Background: an optimization exercise with open tools, aiming at small area. Do not read the settings as production practice.
RTL that was checked went through simulation tests only; none was proved equivalent to the original.
No driver is modelled on the clock port, so clock power and skew are understated where the tree is cut down; a real chip needs a root buffer or a tree.
Power is estimated from default activity; no workload was simulated.

==> trial 16 <==
Design DigitalClock_12hrFormat, start of the top module:
module DigitalClock_12hrFormat(
    input clk,
    input rst,
    input center,
    input right,
    input left,
    input up,
    input down,
    input M_00,
    input M_01,
    input M_02,
    input M_03,
    input M_10,
    input M_11,
    input M_12,
    input H_00,
    input H_01,
    input H_02,
    input H_10,
    input H_11,
    output [6:0] seg,
    output [3:0] an,
    output AMPM_indicator_led,
    output clock_mode_indicator_led,
    output Alarm1,
    output Alarm2,
    output Alarm3,
    output Alarm4,
    output Alarm5,
    input stop
);
==> module scan, before the edit <==
module scan(input clk, input rst, input [3:0] dmo, input [2:0] dmt, input [3:0] ho, input ht,
            output [6:0] seg, output [3:0] an);
    reg [1:0] cnt, dd;
    reg       fr;              
    reg [3:0] mem0, mem2;
    reg [2:0] mem1;
    reg       mem3;
    reg [3:0] nsegc;           
    wire [3:0] segc = ~nsegc;
    always @(posedge clk) begin
        case (dd)
        2'd0: mem0 <= dmo;
        2'd1: mem1 <= dmt;
        2'd2: mem2 <= ho;
        2'd3: mem3 <= ht;
        endcase
        if (rst) begin
            cnt <= 2'd0; dd <= 2'd0; fr <= 1'b1; nsegc <= 4'd0;
        end else begin
            cnt <= cnt + 2'd1;
            if (cnt == 2'd3) dd <= dd + 2'd1;
            if ((cnt == 2'd3) & (dd == 2'd3)) fr <= 1'b0;
            if (fr & (cnt == 2'd0)) nsegc <= 4'd0;
            else case (dd)
            2'd0: nsegc <= ~mem0;
            2'd1: nsegc <= ~{1'b0, mem1};
            2'd2: nsegc <= ~mem2;
            2'd3: nsegc <= ~{3'b000, mem3};
            endcase
        end
    end
    assign seg[0] = (segc[1] & segc[3]) | (~segc[0] & ~segc[1] & segc[2]) | (segc[0] & ~segc[1] & ~segc[2] & ~segc[3]);
    assign seg[1] = ~((~segc[2]) | (~segc[0] & ~segc[1]) | (segc[0] & segc[1] & ~segc[3]));
    assign seg[2] = (segc[1] & segc[3]) | (~segc[0] & segc[1] & ~segc[2]);
    assign seg[3] = ~((~segc[0] & ~segc[2]) | (segc[1] & ~segc[2]) | (~segc[0] & segc[1]) | (segc[0] & ~segc[1] & segc[2]));
    assign seg[4] = (segc[0]) | (~segc[1] & segc[2]);
    assign seg[5] = (segc[0] & segc[1]) | (segc[1] & ~segc[2]) | (segc[0] & ~segc[2] & ~segc[3]);
    assign seg[6] = (segc[0] & segc[1] & segc[2]) | (~segc[1] & ~segc[2] & ~segc[3]);
    wire       rst_state = segc[3] & segc[2] & (cnt == 2'd0);
    wire [1:0] dprev = (cnt == 2'd0) ? dd - 2'd1 : dd;
    assign an = rst_state ? 4'b1111 : ~(4'b0001 << dprev);
endmodule
clock: 10.0 ns
lec_check: 0
cap_margin: 20
core_margin: 2
core_utilization: 75
place_density: 0.85
slew_margin: 20
standard.sh (not shown) runs the stock make flow with config.mk's settings and CLKGATE_MAP_FILE= SYNTH_SCRIPT=/design/flow/synth_recipe.tcl, a recipe that flattens the netlist after the stock synthesis.
==> flow/flow/run.sh <==
#!/bin/bash
# The standard layout (standard.sh) with three changes:
#  - synthesis maps the logic for area (flow/synth.tcl, flow/area.abc);
#  - the ports get the smallest buffer cell;
#  - the clock tree uses clkbuf_8 buffers and no dummy loads, and its root
#    buffer is dropped so the clock port drives the leaf buffers (flow/clock_root.tcl).
# make's full output goes to standard.log; ORFS keeps each step's log in orfs/logs.
set -euo pipefail
here=$(pwd)
export FLOW_SYNTH_TCL="$here/synth_recipe.tcl"
export AREA_ABC_SCRIPT="$here/flow/area.abc"
bash standard.sh \
  "SYNTH_SCRIPT=$here/flow/synth.tcl" \
  "BUFFER_PORTS_ARGS=-buffer_cell sky130_fd_sc_hd__buf_1" \
  "CTS_ARGS=-sink_clustering_enable -repair_clock_nets -root_buf sky130_fd_sc_hd__clkbuf_8 -buf_list sky130_fd_sc_hd__clkbuf_8 -sink_clustering_size 40 -sink_clustering_max_diameter 300 -dont_use_dummy_load" \
  "POST_CTS_TCL=$here/flow/clock_root.tcl" \
  finish > standard.log 2>&1
==> flow/flow/clock_root.tcl <==
set block [ord::get_db_block]
set clknet [$block findNet clk]
set root ""
foreach it [$clknet getITerms] {
  set inst [$it getInst]
  if {[string match "*clkbuf*" [[$inst getMaster] getName]]} { set root $inst }
}
if {$root ne "" && [llength [$clknet getITerms]] == 1} {
  set rootout ""
  foreach it [$root getITerms] {
    if {[$it isOutputSignal]} { set rootout [$it getNet] }
  }
  set loads {}
  set all_bufs 1
  foreach it [$rootout getITerms] {
    if {[$it getInst] ne $root} {
      lappend loads $it
      if {![string match "*clkbuf*" [[[$it getInst] getMaster] getName]]} { set all_bufs 0 }
    }
  }
  if {[llength $loads] <= 4 && $all_bufs} {
    foreach it $loads {
      $it disconnect
      $it connect $clknet
    }
    puts "clock_root.tcl: removed root buffer [$root getName], clock port drives [llength $loads] leaf buffers"
    odb::dbInst_destroy $root
    odb::dbNet_destroy $rootout
    detailed_placement
    estimate_parasitics -placement
  } else {
    puts "clock_root.tcl: root buffer kept ([llength $loads] loads)"
  }
}
Other scripts of this flow, unchanged in this note and not shown: flow/flow/area.abc, flow/flow/synth.tcl
==> build 32: changes against trial 16 <==
Settings changed: CORE_UTILIZATION 75 to 80, PLACE_DENSITY 0.85 to 0.9.
==> build 93: changes against trial 16 <==
--- a/flow/design.v
+++ b/flow/design.v
@@ -147,8 +147,7 @@
     reg [3:0] mem0, mem2;
     reg [2:0] mem1;
     reg       mem3;
-    reg [3:0] nsegc;           
-    wire [3:0] segc = ~nsegc;
+    reg [3:0] segc;            
     always @(posedge clk) begin
         case (dd)
         2'd0: mem0 <= dmo;
@@ -157,17 +156,17 @@
         2'd3: mem3 <= ht;
         endcase
         if (rst) begin
-            cnt <= 2'd0; dd <= 2'd0; fr <= 1'b1; nsegc <= 4'd0;
+            cnt <= 2'd0; dd <= 2'd0; fr <= 1'b1; segc <= 4'd15;
         end else begin
             cnt <= cnt + 2'd1;
             if (cnt == 2'd3) dd <= dd + 2'd1;
             if ((cnt == 2'd3) & (dd == 2'd3)) fr <= 1'b0;
-            if (fr & (cnt == 2'd0)) nsegc <= 4'd0;
+            if (fr & (cnt == 2'd0)) segc <= 4'd15;
             else case (dd)
-            2'd0: nsegc <= ~mem0;
-            2'd1: nsegc <= ~{1'b0, mem1};
-            2'd2: nsegc <= ~mem2;
-            2'd3: nsegc <= ~{3'b000, mem3};
+            2'd0: segc <= mem0;
+            2'd1: segc <= {1'b0, mem1};
+            2'd2: segc <= mem2;
+            2'd3: segc <= {3'b000, mem3};
             endcase
         end
     end
==> flow/flow/run.sh (replaced) <==
#!/bin/bash
# The standard layout (standard.sh) with three changes:
#  - synthesis maps the logic for area (flow/synth.tcl, flow/area.abc);
#  - the ports get the smallest buffer cell;
#  - the clock tree uses clkbuf_8 buffers and no dummy loads.
# make's full output goes to standard.log; ORFS keeps each step's log in orfs/logs.
set -euo pipefail
here=$(pwd)
export FLOW_SYNTH_TCL="$here/synth_recipe.tcl"
export AREA_ABC_SCRIPT="$here/flow/area.abc"
bash standard.sh \
  "SYNTH_SCRIPT=$here/flow/synth.tcl" \
  "BUFFER_PORTS_ARGS=-buffer_cell sky130_fd_sc_hd__buf_1" \
  "CTS_ARGS=-sink_clustering_enable -repair_clock_nets -root_buf sky130_fd_sc_hd__clkbuf_8 -buf_list sky130_fd_sc_hd__clkbuf_8 -sink_clustering_size 64 -sink_clustering_max_diameter 500 -sink_buffer_max_cap_derate 1.0 -dont_use_dummy_load" \
  finish > standard.log 2>&1
Settings changed: CORE_UTILIZATION 75 to 40, CTS_BUF_LIST set to sky130_fd_sc_hd__clkbuf_4, PLACE_DENSITY 0.85 to 0.6.
removed: flow/flow/clock_root.tcl
==> notes <==
Build 93 completed with no timing, DRC or antenna violations. Build 32 failed in global placement (3_3_place_gp). Trial 16 went through all stages and came out clean. Of trial 16 and build 93, build 93 has the higher clock power (gap about 20%, measured against build 93). Sequential share of layout area: trial 16 is higher than build 93 (1.1 points). Of trial 16 and build 93, build 93 has the higher sequential power (gap about 3%, measured against build 93). In trial 16 the clock skew is higher than in build 93, by 0.024 ns. Of trial 16 and build 93, trial 16 has the higher routed wire length (gap about 9%, measured against build 93). Of trial 16 and build 93, build 93 has the higher fmax (gap 4.1%, measured against build 93). In trial 16 the non-clock buffer count is lower than in build 93, by 1. Of trial 16 and build 93, build 93 has the higher hold slack (gap 0.018 ns). Total power: build 93 is larger than trial 16 (17%).
Function not checked in build 93: the RTL went through the layout flow alone.

## separate check: timing with driven ports
Ports are ideal in the flow. The routed layouts listed here were re-timed in OpenROAD.
Step 1: set_driving_cell puts a clkbuf_16 on clk and a buf_2 on each other input, an assumption about the parent block.
Step 2 moves the port delays by t, midway between the first and last clock arrival at a register: inputs arrive t later, outputs are due t later. That takes back most of the time a late clock gives input paths.
Slacks: no drivers / after step 1 / after step 2; pairs: no drivers / after step 1.
run	t, ns	setup slack, ns	worst setup path after step 2	cell pins on the clock port's net
trial 16	0.200	6.163 / 6.163 / 6.111	input to register	4
build 93	0.319	6.320 / 6.292 / 6.611	register to output	1
After both steps setup and hold are still met in every run listed. For trial 16, which loses most, drivers alone change the setup slack by 0.000 ns; drivers and shift together by -0.052 ns.
